Source: an optimization exercise on an open RTL-to-GDS flow (aim: a short achievable clock period and few clock cycles per item). Production flows keep margins and buffers that such runs may drop.
In this exercise RTL edits were held to simulation tests only and were not proved equivalent to the original.
Power figures rest on the tool's default switching activity, not on a simulated workload.

==> flow/design.v <==
module ALU(
    input [31:0] in1,
    input [31:0] in2,
    input [3:0] cmd,
    output [31:0] result
);
    assign result = (cmd==4'b0000) ? in1 + in2 :
                    (cmd==4'b0010) ? in1 - in2 :
                    (cmd==4'b0100) ? in1 & in2 :
                    (cmd==4'b0101) ? in1 | in2 :
                    (cmd==4'b0110) ? ~(in1 | in2) :
                    (cmd==4'b0111) ? in1 ^ in2 :
                    (cmd==4'b1000) ? in1 << in2 :
                    (cmd==4'b1001) ? $signed($signed(in1) >>> in2) :
                    (cmd==4'b1010) ? in1 >> in2 :
                    32'b0;
endmodule
module Condition_Check(
    input [31:0] val1,
    input [31:0] val2,
    input [1:0] branch_type,
    output branch_taken 
);
    assign branch_taken = (branch_type==2'b01) ? val1 == 32'b0 :
                          (branch_type==2'b10) ? val1 != val2 :
                          (branch_type==2'b11) ? 1'b1 :
                          1'b0;
endmodule
module Control_unit(
        input[5:0] opcode,
        input hazard_detected,
        output reg[3:0] exec_cmd,
        output reg mem_r_en,
        output reg mem_w_en,
        output reg wb_en,
        output reg is_imm,
        output reg[1:0] branch_type,
        output reg if_store_bne,
        output reg single_src,
        output single_src_decoded
);
    assign single_src_decoded = (opcode == 6'b100000) | (opcode == 6'b100001) |
                                (opcode == 6'b100100) | (opcode == 6'b101000) |
                                (opcode == 6'b101010);
    always @(*) begin
        if (hazard_detected) begin
            exec_cmd             <= 4'b0;
            is_imm               <= 0;
            mem_r_en             <= 0;
            mem_w_en             <= 0;
            wb_en                <= 0;
            branch_type          <= 2'b0;
            if_store_bne         <= 0;
            single_src           <= 0;
        end
        else begin
            exec_cmd             <= 4'b0;
            is_imm               <= 0;
            mem_r_en             <= 0;
            mem_w_en             <= 0;
            wb_en                <= 0;
            branch_type          <= 2'b0;
            if_store_bne         <= 0;
            single_src           <= 0;
            case(opcode)
                6'b000000: begin  
                    exec_cmd     <= 4'b0000;
                end
                6'b000001: begin  
                    exec_cmd     <= 4'b0000;
                    wb_en        <= 1;
                end
                6'b000011: begin  
                    exec_cmd     <= 4'b0010;
                    wb_en        <= 1;
                end
                6'b000101: begin  
                    exec_cmd     <= 4'b0100;
                    wb_en        <= 1;
                end
                6'b000110: begin  
                    exec_cmd     <= 4'b0101;
                    wb_en        <= 1;
                end
                6'b000111: begin  
                    exec_cmd     <= 4'b0110;
                    wb_en        <= 1;
                end
                6'b001000: begin  
                    exec_cmd     <= 4'b0111;
                    wb_en        <= 1;
                end
                6'b001001: begin  
                    exec_cmd     <= 4'b1000;
                    wb_en        <= 1;
                end
                6'b001010: begin  
                    exec_cmd     <= 4'b1000;
                    wb_en        <= 1;
                end
                6'b001011: begin  
                    exec_cmd     <= 4'b1001;
                    wb_en        <= 1;
                end
                6'b001100: begin  
                    exec_cmd     <= 4'b1010;
                    wb_en        <= 1;
                end
                6'b100000: begin  
                    exec_cmd     <= 4'b0000;
                    is_imm       <= 1;
                    wb_en        <= 1;
                    single_src   <= 1;
                end
                6'b100001: begin  
                    exec_cmd     <= 4'b0010;
                    is_imm       <= 1;
                    wb_en        <= 1;
                    single_src   <= 1;
                end
                6'b100100: begin  
                    exec_cmd     <= 4'b0000;
                    is_imm       <= 1;
                    mem_r_en     <= 1;
                    wb_en        <= 1;
                    single_src   <= 1;
                end
                6'b100101: begin  
                    exec_cmd     <= 4'b0000;
                    is_imm       <= 1;
                    mem_w_en     <= 1;
                    if_store_bne <= 1;
                end
                6'b101000: begin  
                    exec_cmd     <= 4'b0000;
                    is_imm       <= 1;
                    branch_type  <= 2'b01;
                    single_src   <= 1;
                end
                6'b101001: begin  
                    exec_cmd     <= 4'b0000;
                    is_imm       <= 1;
                    branch_type  <= 2'b10;
                    if_store_bne <= 1;
                end
                6'b101010: begin  
                    exec_cmd     <= 4'b0000;
                    is_imm       <= 1;
                    branch_type  <= 2'b11;
                    single_src   <= 1;
                end
                default: begin
                    exec_cmd     <= 4'b0000;
                    is_imm       <= 0;
                    branch_type  <= 2'b00;
                end
           endcase
        end
    end
endmodule
module Registers_file(
		input clk,
		input rst,
		input [4:0] src1,
		input [4:0] src2,
		input [4:0] dest,
		input [31:0] Write_Val,
		input Write_EN,
		output [31:0] out1,
		output [31:0] out2
);
	reg [31:0] registers[0:31];
	assign out1                     = registers[src1];
	assign out2                     = registers[src2];
	always @(negedge clk, posedge rst) begin : Memory
		if (rst) begin : reset_condition
			integer i;
			for(i = 0; i < 32; i = i + 1) begin
				registers[i] <= i;
			end
		end
		else if (Write_EN & (dest != 0))
			registers[dest] <= Write_Val;
	end
endmodule
module Hazard_Detection_Unit(
    input [4:0] src1,
    input [4:0] src2,
    input [4:0] EXE_Dest,
    input EXE_WB_EN,
    input [4:0] MEM_Dest,
    input MEM_R_EN,
    input MEM_WB_EN,
    input forwarding_enable, 
    input single_src,
    output reg hazard_detected
);
    always @(*) begin
        if(forwarding_enable) begin
            if(MEM_R_EN) begin
                hazard_detected = (src1 == EXE_Dest);
                if(~single_src) begin
                    hazard_detected = hazard_detected | (src2 == EXE_Dest);
                end
            end
            else begin
                hazard_detected = 0;
            end
        end
        else begin
            hazard_detected = 0;
            if (MEM_WB_EN) begin
                hazard_detected = (MEM_Dest == src1);
                if(~single_src)
                    hazard_detected = (hazard_detected | (MEM_Dest == src2));
            end
            if (EXE_WB_EN) begin
                hazard_detected = (EXE_Dest == src1);
                if (~single_src)
                    hazard_detected = (hazard_detected | (EXE_Dest == src2));
            end
        end
    end
endmodule
module Forwarding_Unit(
    input [4:0] src1,
    input [4:0] src2,
    input [4:0] src3,
    input [4:0] MEM_Dest,
    input MEM_WB_EN,
    input [4:0] WB_Dest,
    input WB_WB_EN,
    input forwarding_enable,
    input if_store_bne,
    input MEM_R_EN, 
    output [1:0] val1_forward_sel,
    output [1:0] val2_forward_sel,
    output [1:0] val3_forward_sel
);
    assign val1_forward_sel = (~forwarding_enable)             ? 2'b0 :
                              (if_store_bne & (MEM_Dest == src1) & MEM_WB_EN) ? 2'b01 :
                              (if_store_bne & (WB_Dest == src1) & WB_WB_EN) ? 2'b10 :
                              ((MEM_Dest == src1) & MEM_WB_EN) ? 2'b01 :
                              ((WB_Dest == src1) & WB_WB_EN)   ? 2'b10 :
                              2'b0;
    assign val2_forward_sel = (~forwarding_enable)             ? 2'b0 :
                              (if_store_bne) ? 2'b0 :
                              ((MEM_Dest == src2) & MEM_WB_EN) ? 2'b01 :
                              ((WB_Dest == src2) & WB_WB_EN)   ? 2'b10 :
                              2'b0;
    assign val3_forward_sel = (~forwarding_enable)             ? 2'b0 :
                              (if_store_bne & (MEM_Dest == src2) & MEM_WB_EN) ? 2'b01 :
                              (if_store_bne & (WB_Dest == src2) & WB_WB_EN) ? 2'b10 :
                              2'b0;
endmodule
module IF_Stage (
    input clk,
    input rst,
    input freeze,
    input Br_taken,
    input [31:0] Br_Addr,
    output [31:0] PC_inc,
    output [31:0] Instruction,
    output [31:0] imem_addr,
    input [31:0] imem_data
);
    reg [31:0] PC;
    assign PC_inc = PC + 4;
    assign imem_addr = PC;
    assign Instruction = imem_data;
    always @(posedge clk, posedge rst) begin
        if(rst)
            PC <= 32'b0;
        else begin
            if(Br_taken)
                PC <= Br_Addr;
            else if(freeze)
                PC <= PC;
            else begin
                PC <= PC_inc;
            end
        end
    end
endmodule
module IF_Stage_reg(
    input clk,
    input rst,
    input freeze,
    input flush,
    input [31:0] PC_in,
    input [31:0] Instruction_in,
    output reg[31:0] PC,
    output reg[31:0] Instruction
);
    always @(posedge clk, posedge rst) begin
        if(rst) begin
            PC <= 0;
            Instruction <= 0;
        end
        else if (flush) begin
            PC <= 0;
            Instruction <= 0;
		  end
        else if(freeze) begin
            PC <= PC;
            Instruction <= Instruction;
        end
        else begin
            PC <= PC_in;
            Instruction <= Instruction_in;
        end
    end
endmodule
module ID_Stage(
    input clk,
    input rst,
    input [31: 0] Instruction,
    input WB_Write_Enable,
    input [4:0] WB_Dest,
    input [31:0] WB_Data,
    input hazard_detected,
    output [4:0] Dest,
    output [4:0] Src1,
    output [4:0] Src2,
    output [31:0] Reg2,
    output [31:0] Val2,
    output [31:0] Val1,
    output [1:0] Br_type,
    output [3:0] EXE_CMD,
    output MEM_R_EN,
    output MEM_W_EN,
    output WB_EN,
    output is_imm,
    output if_store_bne,
    output single_src,
    output single_src_decoded
);
    wire cu_wb_en;
    wire [31:0] RegF1, RegF2;
    wire [31:0] sign_extended;
    Control_unit cu(
            .opcode(Instruction[31:26]),
            .hazard_detected(hazard_detected),
            .exec_cmd(EXE_CMD),
            .mem_r_en(MEM_R_EN),
            .mem_w_en(MEM_W_EN),
            .wb_en(cu_wb_en),
            .is_imm(is_imm),
            .branch_type(Br_type),
            .if_store_bne(if_store_bne),
            .single_src(single_src),
            .single_src_decoded(single_src_decoded)
    );
    Registers_file reg_file(
            .clk(clk),
            .rst(rst),
            .src1(Src1),
            .src2(Instruction[20:16]),
            .dest(WB_Dest),
            .Write_Val(WB_Data),
            .Write_EN(WB_Write_Enable),
            .out1(RegF1),
            .out2(RegF2)
    );
    assign sign_extended = {{16{Instruction[15]}}, Instruction[15:0]};
    assign Val2 = is_imm ? sign_extended : RegF2;
    assign Val1 = RegF1;
    assign Reg2 = RegF2;
    assign Src1 = Instruction[25:21];
    assign Src2 = single_src ? 5'b0 : Instruction[20:16];
    assign Dest = is_imm ? Instruction[20:16] : Instruction[15:11];
    assign WB_EN = cu_wb_en & (Dest != 5'b0);
endmodule
module ID_Stage_reg(
    input clk,
    input rst,
    input flush,
    input [4:0] Dest_in,
    input [4:0] Src1_in,
    input [4:0] Src2_in,
    input [31:0] Reg2_in,
    input [31:0] Val2_in,
    input [31:0] Val1_in,
    input [31:0] PC_in,
    input [1:0] Br_type_in,
    input [3:0] EXE_CMD_in,
    input MEM_R_EN_in,
    input MEM_W_EN_in,
    input WB_EN_in,
    input if_store_bne_in,
    output reg [4:0] Dest,
    output reg [4:0] Src1,
    output reg [4:0] Src2,
    output reg [31:0] Reg2,
    output reg [31:0] Val2,
    output reg [31:0] Val1,
    output reg [31:0] PC_out,
    output reg [1:0] Br_type,
    output reg [3:0] EXE_CMD,
    output reg MEM_R_EN,
    output reg MEM_W_EN,
    output reg WB_EN,
    output reg if_store_bne
);
    always @(posedge clk, posedge rst) begin
        if(rst) begin
            Dest <= 0;
            Src1 <= 0;
            Src2 <= 0;
            Reg2 <= 0;
            Val2 <= 0;
            Val1 <= 0;
            PC_out <= 0;
            Br_type <= 0;
            EXE_CMD <= 0;
            MEM_R_EN <= 0;
            MEM_W_EN <= 0;
            WB_EN <= 0;
            if_store_bne <= 0;
        end
        else if (flush) begin
            Dest <= 0;
            Src1 <= 0;
            Src2 <= 0;
            Reg2 <= 0;
            Val2 <= 0;
            Val1 <= 0;
            PC_out <= 0;
            Br_type <= 0;
            EXE_CMD <= 0;
            MEM_R_EN <= 0;
            MEM_W_EN <= 0;
            WB_EN <= 0;
            if_store_bne <= 0;
        end
        else begin
            Dest <= Dest_in;
            Src1 <= Src1_in;
            Src2 <= Src2_in;
            Reg2 <= Reg2_in;
            Val2 <= Val2_in;
            Val1 <= Val1_in;
            PC_out <= PC_in;
            Br_type <= Br_type_in;
            EXE_CMD <= EXE_CMD_in;
            MEM_R_EN <= MEM_R_EN_in;
            MEM_W_EN <= MEM_W_EN_in;
            WB_EN <= WB_EN_in;
            if_store_bne <= if_store_bne_in;
        end
    end
endmodule
module EXE_Stage(
        input clk,
        input [3:0] EXE_CMD,
        input [31:0] val1,
        input [31:0] val2,
        input [31:0] val_src2,
        input [1:0] Br_type,
        input [31:0] PC,
        input [1:0] val1_forward_sel,
        input [1:0] val2_forward_sel,
        input [1:0] val3_forward_sel,
        input [31:0] mem_forward,
        input [31:0] wb_forward,
        input [31:0] memory_read_value,
        output [31:0] ALU_result,
        output [31:0] Br_Addr,
        output Br_taken,
        output flush,
        output [31:0] ST_value
);
    wire [31:0] forwarded_val1, forwarded_val2;
    assign flush = Br_taken;
    assign Br_Addr = PC + (forwarded_val2 << 2);
    assign forwarded_val1 = (val1_forward_sel == 2'b01) ? mem_forward :
                            (val1_forward_sel == 2'b10) ? wb_forward :
                            val1;
    assign forwarded_val2 = (val2_forward_sel == 2'b01) ? mem_forward :
                            (val2_forward_sel == 2'b10) ? wb_forward :
                            val2;
    assign ST_value = (val3_forward_sel == 2'b01) ? mem_forward :
                      (val3_forward_sel == 2'b10) ? wb_forward :
                      val_src2;
    Condition_Check condition_check(
            .val1(forwarded_val1),
            .val2(ST_value),
            .branch_type(Br_type),
            .branch_taken(Br_taken)
    );
    ALU alu(
            .in1(forwarded_val1),
            .in2(forwarded_val2),
            .cmd(EXE_CMD),
            .result(ALU_result)
    );
endmodule
module EXE_Stage_reg(
	input clk,
	input rst,
	input WB_EN_in,
	input MEM_R_EN_in,
	input MEM_W_EN_in,
	input [31:0] PC_in,
	input [31:0] ALU_result_in,
	input [31:0] ST_val_in,
	input [4:0] Dest_in,
	output reg WB_EN,
	output reg MEM_R_EN,
	output reg MEM_W_EN,
	output reg [31:0] PC,
	output reg [31:0] ALU_result,
	output reg [31:0] ST_val,
	output reg [4:0] Dest
);
	always @(posedge clk, posedge rst) begin
		if(rst) begin
			WB_EN <= 0;
			MEM_R_EN <= 0;
			MEM_W_EN <= 0;
			PC <= 0;
			ALU_result <= 0;
			ST_val <= 0;
			Dest <= 0;
		end
		else begin
			WB_EN <= WB_EN_in;
			MEM_R_EN <= MEM_R_EN_in;
			MEM_W_EN <= MEM_W_EN_in;
			PC <= PC_in;
			ALU_result <= ALU_result_in;
			ST_val <= ST_val_in;
			Dest <= Dest_in;
		end
	end
endmodule
module MEM_Stage_reg(
    input clk,
    input rst,
    input WB_en_in,
    input MEM_R_EN_in,
    input [31:0] ALU_result_in,
    input [31:0] MEM_read_value_in,
    input [4:0] Dest_in,
    input [31:0] PC_in,
    output reg WB_en,
    output reg MEM_R_EN,
    output reg [31:0] ALU_result,
    output reg [31:0] MEM_read_value,
    output reg [4:0] Dest,
    output reg [31:0] PC
);
    always @(posedge clk, posedge rst) begin
        if(rst) begin
            WB_en <= 0;
            MEM_R_EN <= 0;
            ALU_result <= 0;
            MEM_read_value <= 0;
            Dest <= 0;
            PC <= 0;
        end
        else begin
            WB_en <= WB_en_in;
            MEM_R_EN <= MEM_R_EN_in;
            ALU_result <= ALU_result_in;
            MEM_read_value <= MEM_read_value_in;
            Dest <= Dest_in;
            PC <= PC_in;
        end
    end
endmodule
module WB_Stage(
    input clk,
    input WB_EN_in,
    input MEM_R_EN,
    input [31:0] ALU_result,
    input [31:0] Mem_read_value,
    input [4:0] Dest_in,
    output WB_en,
    output [31:0] Write_value,
    output [4:0] Dest
);
    assign Write_value = (MEM_R_EN) ? Mem_read_value : ALU_result; 
    assign Dest = Dest_in;
    assign WB_en = WB_EN_in;
endmodule
module mips_core(
	input clk,
	input rst,
	output [31:0] imem_addr,
	input  [31:0] imem_data,
	output [31:0] dmem_addr,
	output [31:0] dmem_wdata,
	output dmem_we,
	output dmem_re,
	input  [31:0] dmem_rdata,
	output wb_en,
	output [4:0] wb_dest,
	output [31:0] wb_data
);
	wire forwarding_enable;
	assign forwarding_enable = 1'b1;
	wire [31:0] exe_br_addr;
	wire exe_br_taken;
	wire[31:0] if_pc, if_pc_out, id_pc_out;
	wire[31:0] if_instruction, if_instruction_out;
	wire flush;
	wire hazard_detected;
	wire[31:0] mem_Mem_read_value;
	wire [31:0] exe_alu_result, st_value;
	wire [1:0] val1_forward_sel, val2_forward_sel, val3_forward_sel;
	wire [31:0] id_reg2, id_reg2_out, id_val2, id_val2_out, id_val1, id_val1_out;
	wire [1:0] id_br_type, id_br_type_out;
	wire [3:0] id_exe_cmd, id_exe_cmd_out;
	wire [4:0] id_dest, id_src1, id_src2;
	wire [4:0] id_dest_out, id_src1_out, id_src2_out;
	wire id_mem_r_en, id_mem_r_en_out, id_mem_w_en, id_mem_w_en_out, id_wb_en, id_wb_en_out;
	wire [31:0] id_wb_data;
	wire [4:0] id_wb_dest;
	wire [31:0] wb_wb_data;
	wire [4:0] wb_wb_dest;
	wire wb_wb_en;
	wire is_imm;
	wire single_src_decoded;
	wire single_src;
	wire id_if_store_bne, id_if_store_bne_out;
	wire exe_wb_en_out;
	wire exe_mem_r_en_out;
	wire exe_mem_w_en_out;
	wire[31:0] exe_alu_result_out;
	wire[31:0] exe_mem_read_value_out;
	wire[4:0] exe_dest_out;
	wire[31:0] ST_val_out;
	wire[31:0] exe_pc_out;
	wire[31:0] mem_alu_result_out, mem_pc_out, mem_Mem_read_value_out;
	wire mem_mem_r_en_out;
	wire[4:0] mem_dest_out;
	wire mem_wb_en_out;
	IF_Stage if_stage(
			.clk(clk),
			.imem_addr(imem_addr),
			.imem_data(imem_data),
			.rst(rst),
			.freeze(hazard_detected),
			.Br_taken(exe_br_taken),
			.Br_Addr(exe_br_addr),
			.PC_inc(if_pc),
			.Instruction(if_instruction)
	);
	IF_Stage_reg if_stage_reg(
			.clk(clk),
			.rst(rst),
			.freeze(hazard_detected),
			.flush(flush),
			.PC_in(if_pc),
			.Instruction_in(if_instruction),
			.PC(if_pc_out),
			.Instruction(if_instruction_out)
	);
	ID_Stage id_stage(
			.clk(clk),
			.rst(rst),
			.Instruction(if_instruction_out),
			.WB_Write_Enable(wb_wb_en),
			.WB_Dest(wb_wb_dest),
			.WB_Data(wb_wb_data),
			.hazard_detected(hazard_detected),
			.Dest(id_dest),
			.Src1(id_src1),
			.Src2(id_src2),
			.Reg2(id_reg2),
			.Val2(id_val2),
			.Val1(id_val1),
			.Br_type(id_br_type),
			.EXE_CMD(id_exe_cmd),
			.MEM_R_EN(id_mem_r_en),
			.MEM_W_EN(id_mem_w_en),
			.WB_EN(id_wb_en),
			.is_imm(is_imm),
			.if_store_bne(id_if_store_bne),
			.single_src(single_src),
			.single_src_decoded(single_src_decoded)
	);
    Hazard_Detection_Unit hdu(
        .single_src(single_src_decoded),
		.src1(if_instruction_out[25:21]),
		.src2(if_instruction_out[20:16]),
        .EXE_Dest(id_dest_out),
        .EXE_WB_EN(id_wb_en_out),
        .MEM_Dest(exe_dest_out),
        .MEM_WB_EN(exe_wb_en_out),
        .forwarding_enable(forwarding_enable),
        .MEM_R_EN(id_mem_r_en_out),
        .hazard_detected(hazard_detected)
    );
    Forwarding_Unit forwarding_unit(
			.src1(id_src1_out),
			.src2(id_src2_out),
			.src3(id_dest_out),
			.MEM_Dest(exe_dest_out),
			.MEM_WB_EN(exe_wb_en_out),
			.WB_Dest(mem_dest_out),
			.WB_WB_EN(mem_wb_en_out),
			.forwarding_enable(forwarding_enable),
			.if_store_bne(id_if_store_bne_out),
			.MEM_R_EN(exe_mem_r_en_out),
			.val1_forward_sel(val1_forward_sel),
			.val2_forward_sel(val2_forward_sel),
			.val3_forward_sel(val3_forward_sel)
	);
	ID_Stage_reg id_stage_reg(
			.clk(clk),
			.rst(rst),
			.flush(flush),
			.Dest_in(id_dest),
			.Src1_in(id_src1),
			.Src2_in(id_src2),
			.Reg2_in(id_reg2),
			.Val2_in(id_val2),
			.Val1_in(id_val1),
			.PC_in(if_pc_out),
			.Br_type_in(id_br_type),
			.EXE_CMD_in(id_exe_cmd),
			.MEM_R_EN_in(id_mem_r_en),
			.MEM_W_EN_in(id_mem_w_en),
			.WB_EN_in(id_wb_en),
			.if_store_bne_in(id_if_store_bne),
			.Dest(id_dest_out),
			.Src1(id_src1_out),
			.Src2(id_src2_out),
			.Reg2(id_reg2_out),
			.Val2(id_val2_out),
			.Val1(id_val1_out),
			.PC_out(id_pc_out),
			.Br_type(id_br_type_out),
			.EXE_CMD(id_exe_cmd_out),
			.MEM_R_EN(id_mem_r_en_out),
			.MEM_W_EN(id_mem_w_en_out),
			.WB_EN(id_wb_en_out),
			.if_store_bne(id_if_store_bne_out)
	);
	EXE_Stage exe_stage(
			.clk(clk),
			.EXE_CMD(id_exe_cmd_out),
			.val1(id_val1_out),
			.val2(id_val2_out),
			.val_src2(id_reg2_out),
			.Br_type(id_br_type_out),
			.PC(id_pc_out),
			.val1_forward_sel(val1_forward_sel),
			.val2_forward_sel(val2_forward_sel),
			.val3_forward_sel(val3_forward_sel),
			.mem_forward(exe_alu_result_out),
			.wb_forward(wb_wb_data),
			.memory_read_value(mem_Mem_read_value),
			.ALU_result(exe_alu_result),
			.Br_Addr(exe_br_addr),
			.Br_taken(exe_br_taken),
			.flush(flush),
			.ST_value(st_value)
	);
	EXE_Stage_reg exe_stage_register(
			.clk(clk),
			.rst(rst),
			.WB_EN_in(id_wb_en_out),
			.MEM_R_EN_in(id_mem_r_en_out),
			.MEM_W_EN_in(id_mem_w_en_out),
			.PC_in(id_pc_out),
			.ALU_result_in(exe_alu_result),
			.ST_val_in(st_value),
			.Dest_in(id_dest_out),
			.WB_EN(exe_wb_en_out),
			.MEM_R_EN(exe_mem_r_en_out),
			.MEM_W_EN(exe_mem_w_en_out),
			.PC(exe_pc_out),
			.ALU_result(exe_alu_result_out),
			.ST_val(ST_val_out),
			.Dest(exe_dest_out)
	);
	assign dmem_addr = exe_alu_result_out;
	assign dmem_wdata = ST_val_out;
	assign dmem_we = exe_mem_w_en_out;
	assign dmem_re = exe_mem_r_en_out;
	assign mem_Mem_read_value = (exe_mem_r_en_out) ? dmem_rdata : 32'b0;
	MEM_Stage_reg mem_stage_register(
			.clk(clk),
			.rst(rst),
			.WB_en_in(exe_wb_en_out),
			.MEM_R_EN_in(exe_mem_r_en_out),
			.ALU_result_in(exe_alu_result_out),
			.MEM_read_value_in(mem_Mem_read_value),
			.Dest_in(exe_dest_out),
			.PC_in(exe_pc_out),
			.WB_en(mem_wb_en_out),
			.MEM_R_EN(mem_mem_r_en_out),
			.ALU_result(mem_alu_result_out),
			.MEM_read_value(mem_Mem_read_value_out),
			.Dest(mem_dest_out),
			.PC(mem_pc_out)
	);
	WB_Stage wb_stage(
			.clk(clk),
			.WB_EN_in(mem_wb_en_out),
			.MEM_R_EN(mem_mem_r_en_out),
			.ALU_result(mem_alu_result_out),
			.Mem_read_value(mem_Mem_read_value_out),
			.Dest_in(mem_dest_out),
			.WB_en(wb_wb_en),
			.Write_value(wb_wb_data),
			.Dest(wb_wb_dest)
	);
	assign wb_en = wb_wb_en;
	assign wb_dest = wb_wb_dest;
	assign wb_data = wb_wb_data;
endmodule
==> flow/run.sh <==
#!/bin/bash
# synth_recipe.tcl (not shown) runs the flow's synth.tcl, then flattens the netlist and writes it again
# the make line also repeats each setting of config.mk as NAME=value (left out here)
make -C /OpenROAD-flow-scripts/flow DESIGN_CONFIG=/design/flow/config.mk WORK_HOME=/design/flow/orfs CLKGATE_MAP_FILE= SYNTH_SCRIPT=/design/flow/synth_recipe.tcl finish
==> flow/config.mk <==
export PLATFORM = sky130hd
export DESIGN_NAME = mips_core
export DESIGN_NICKNAME = mips_core
export VERILOG_FILES = /design/flow/design.v
export SDC_FILE = /design/flow/constraint.sdc
export NUM_CORES = 4
export LEC_CHECK = 0
export CAP_MARGIN = 20
export CORE_MARGIN = 2
export CORE_UTILIZATION = 40
export SLEW_MARGIN = 20
==> flow/constraint.sdc <==
create_clock -name core_clock -period 10.5 [get_ports {clk}]
set_input_delay 2.1000 -clock core_clock [delete_from_list [all_inputs] [get_ports {clk}]]
set_output_delay 2.1000 -clock core_clock [all_outputs]
set_load 0.01 [all_outputs]
==> impl_metrics.tcl <==
set metrics [dict create \
    outcome "complete, no violations" \
    crit_path_start_kind "register" \
    port_buffers 201 \
    fin_ws_ns 1.85 \
    async_reset_ff_share_pct 100 \
    powerDensity_nw_per_um2 252 \
    min_path_type "reg -> reg" \
    syn_avg_cell_area_um2 9.09 \
    cts_buffers 156 \
    critPathBufInv 1 \
    antenna_found_initial 32 \
    nets 8371 \
    htreeDepth 4 \
    drt-total-wl_um 392000 \
    die_w_um 437 \
    cts_resized 0 \
    rows 158 \
    syn_to_final_growth_pct 15.5 \
    vias 75638 \
    min_from "id_stage_reg.MEM_W_EN" \
    timing.setup.tns_ns 0 \
    cts_sinks 1416 \
    firstDrtPassIters 11 \
    ant_nets 0 \
    clock-root-buffer "clkbuf_16" \
    wl_per_cell_um 36.3 \
    relSlewSlack_pct 8.85 \
    path_max_fanout 32 \
    path_cells "nor2b_1 -> nand3_1 -> nor2_4 -> buf_4 -> a21oi_1" \
    required_ns 5.80 \
    drt_iter0_drc 12737 \
    setup.worst_path.start "mem_stage_register.Dest[1]" \
    yosys_warnings 9 \
    place_congestion 1.02 \
    synthCells 8254 \
    die-area_um2 191000 \
    finalHoldViolCount 0 \
    hold_buffers 0 \
    dp_hpwl_um 239000 \
    slew_viol_final 0 \
    initial_core_util_pct 40.4 \
    ys_seq_elements 1416 \
    path_depth 5 \
    clk_latency_ns 0.83 \
    ys_seq_area_share_pct 47.4 \
    cts_tree "yes" \
    die_h_um 437 \
    grt_overflow 0 \
    clockBufferDepth 3 \
    vias_per_cell 7.00 \
    hold_path_depth 0 \
    synth-edff-count 0 \
    pin_count 202 \
    worstRegToRegCells 5 \
    layout-drive-gt1-share_pct 9.73 \
    grt_usage_pct 39.9 \
    pre_cts_slack_ns 1.30 \
    r2r_start "mem_stage_register.Dest[1]" \
    design_area_um2 86600 \
    worstSetupPathType "reg -> reg" \
    synthFlopType "dfrtn_1" \
    power.leakage_nw 37.3 \
    post_dp_cell_area_um2 80600 \
    endpoint_kind "register" \
    setup-violations-final 0 \
    grt_pass1_vias 70517 \
    worstMarginPinSlew_ns 1.36 \
    synth_nets 8448 \
    maxCapViolCount 0 \
    worstPathArrival_ns 3.95 \
    slowest_stage "nor2_4" \
    yosys.cell_types.count 86 \
    finClkSkew_ns 0.116 \
    cp_top_family "simple AND/OR/NAND/NOR gates" \
    grt_max_degree 140 \
    max-vdd-ir-drop_mv 0.169 \
    core_area_um2 186000 \
    slowest_delay_ns 0.95 \
    rsz0062_at_grt "no" \
    synthesis.area_um2 75000 \
    path_clk_slew_ns 0.06 \
    drc 0 \
    cts_setup_buffers 0 \
    grt_pass1_wl_um 546000 \
]
## layer usage
metal | up-vias | GRT usage, % | routed length [um]
met4 | 39 | 28.1 | 35700
met1 | 36583 | 48.6 | 138000
met2 | 6667 | 56.1 | 159000
li1 | 30177 | - | -
met5 | - | 2.02 | 509
met3 | 2172 | 17.2 | 58800
## synthesized netlist by cell type (30+ instances only)
cell	n	area share, %
a211oi_1	49	0.49
a21oi_1	853	5.7
a221o_1	59	0.79
a221oi_1	340	4.0
a22o_1	325	3.8
a22oi_1	330	3.3
and2_1	51	0.43
and3_1	51	0.43
buf_1	35	0.18
clkbuf_1	725	3.6
dfrtn_1	944	32
dfrtp_1	392	13
dfstp_2	80	2.8
ha_1	125	2.1
inv_1	135	0.68
mux2i_1	185	2.5
nand2_1	756	3.8
nand2b_1	35	0.29
nand3_1	177	1.2
nand4_1	173	1.4
nor2_1	944	4.7
nor2b_1	85	0.71
nor3_1	69	0.46
nor4_1	75	0.63
o21ai_0	578	3.9
o31a_1	30	0.35
o32a_1	34	0.45
o32ai_1	39	0.46
xnor2_1	123	1.4
xor2_1	50	0.58
## flip-flops by register name (all words and copies together) (netlist names), 5 cells and up
signal and cells:
exe_stage_register.ALU_result 32, exe_stage_register.Dest 5, exe_stage_register.ST_val 32, id_stage.reg_file.registers 1024, id_stage_reg.Dest 5, id_stage_reg.PC_out 32, id_stage_reg.Reg2 32, id_stage_reg.Src1 5
id_stage_reg.Src2 5, id_stage_reg.Val1 32, id_stage_reg.Val2 32, if_stage.PC 32, if_stage_reg.Instruction 32, if_stage_reg.PC 32, mem_stage_register.ALU_result 32, mem_stage_register.Dest 5
mem_stage_register.MEM_read_value 32
## worst paths after layout
kind | slack, ns | endpoint
max in group asynchronous | 2.11 | id_stage.reg_file.registers[2][7]
worst min register to register | 0.35 | exe_stage_register.MEM_W_EN
worst min-delay path | 0.35 | exe_stage_register.MEM_W_EN
worst max-delay path | 1.85 | id_stage.reg_file.registers[22][28]
worst max register to register | 1.85 | id_stage.reg_file.registers[22][28]
min in group asynchronous | 2.45 | if_stage_reg.Instruction[16]
## through the flow
stage / utilization [%] / std cells / hold slack (ns) / power [mW]
2_1_floorplan: - / 8254 / 0.331 / 12.4
3_3_place_gp: 43.3 / 10409 / 0.334 / 15.4
3_5_place_dp: 43.4 / 10413 / 0.335 / 15.6
4_1_cts: 46.5 / 10778 / 0.348 / 21.5
5_1_grt: 46.6 / 10787 / 0.359 / 22.7
6_report: 46.6 / 10803 / 0.347 / 21.8
## cell type report
type | instances | area [um2]
fillers | 17794 | 99200
multi-input cells | 5906 | 37100
flip-flops and latches | 1416 | 35500
repair buffers | 476 | 4520
clock buffers | 217 | 4520
well taps | 2480 | 3100
clock inverters | 149 | 1220
inverters | 141 | 533
diodes | 18 | 45.0
## placed cells by master (no fill, tap or decap), types with 213 or more instances in the layout
cell type,instances
a21oi_1,853
a221oi_1,338
a22o_1,325
a22oi_1,330
buf_4,243
dfrtn_1,944
dfrtp_1,388
inv_1,213
nand2_1,747
nor2_1,868
o21ai_0,578
## power breakdown
group	switching, mW	internal (mW)	total [mW]
Clock	2.58	3.40	5.97
Combinational	4.72	2.52	7.24
Sequential	1.54	7.09	8.62
## cell families (layout without fill, tap and decap cells)
group	count (synthesis)	after routing	synth area share (%)
AO/OA/AOI/OAI	2919	2919	26.2
XOR/XNOR	173	173	2.02
adder cells (fa/ha/maj)	128	128	2.17
buffers and inverters	932	983	4.76
flip-flops	1416	1416	47.4
multiplexers	208	208	2.83
other	0	18	0
AND/OR/NAND/NOR	2478	2478	14.7
Testbench counts, summed over its fixed seeds: cycles 17,412, instrs 14,330.
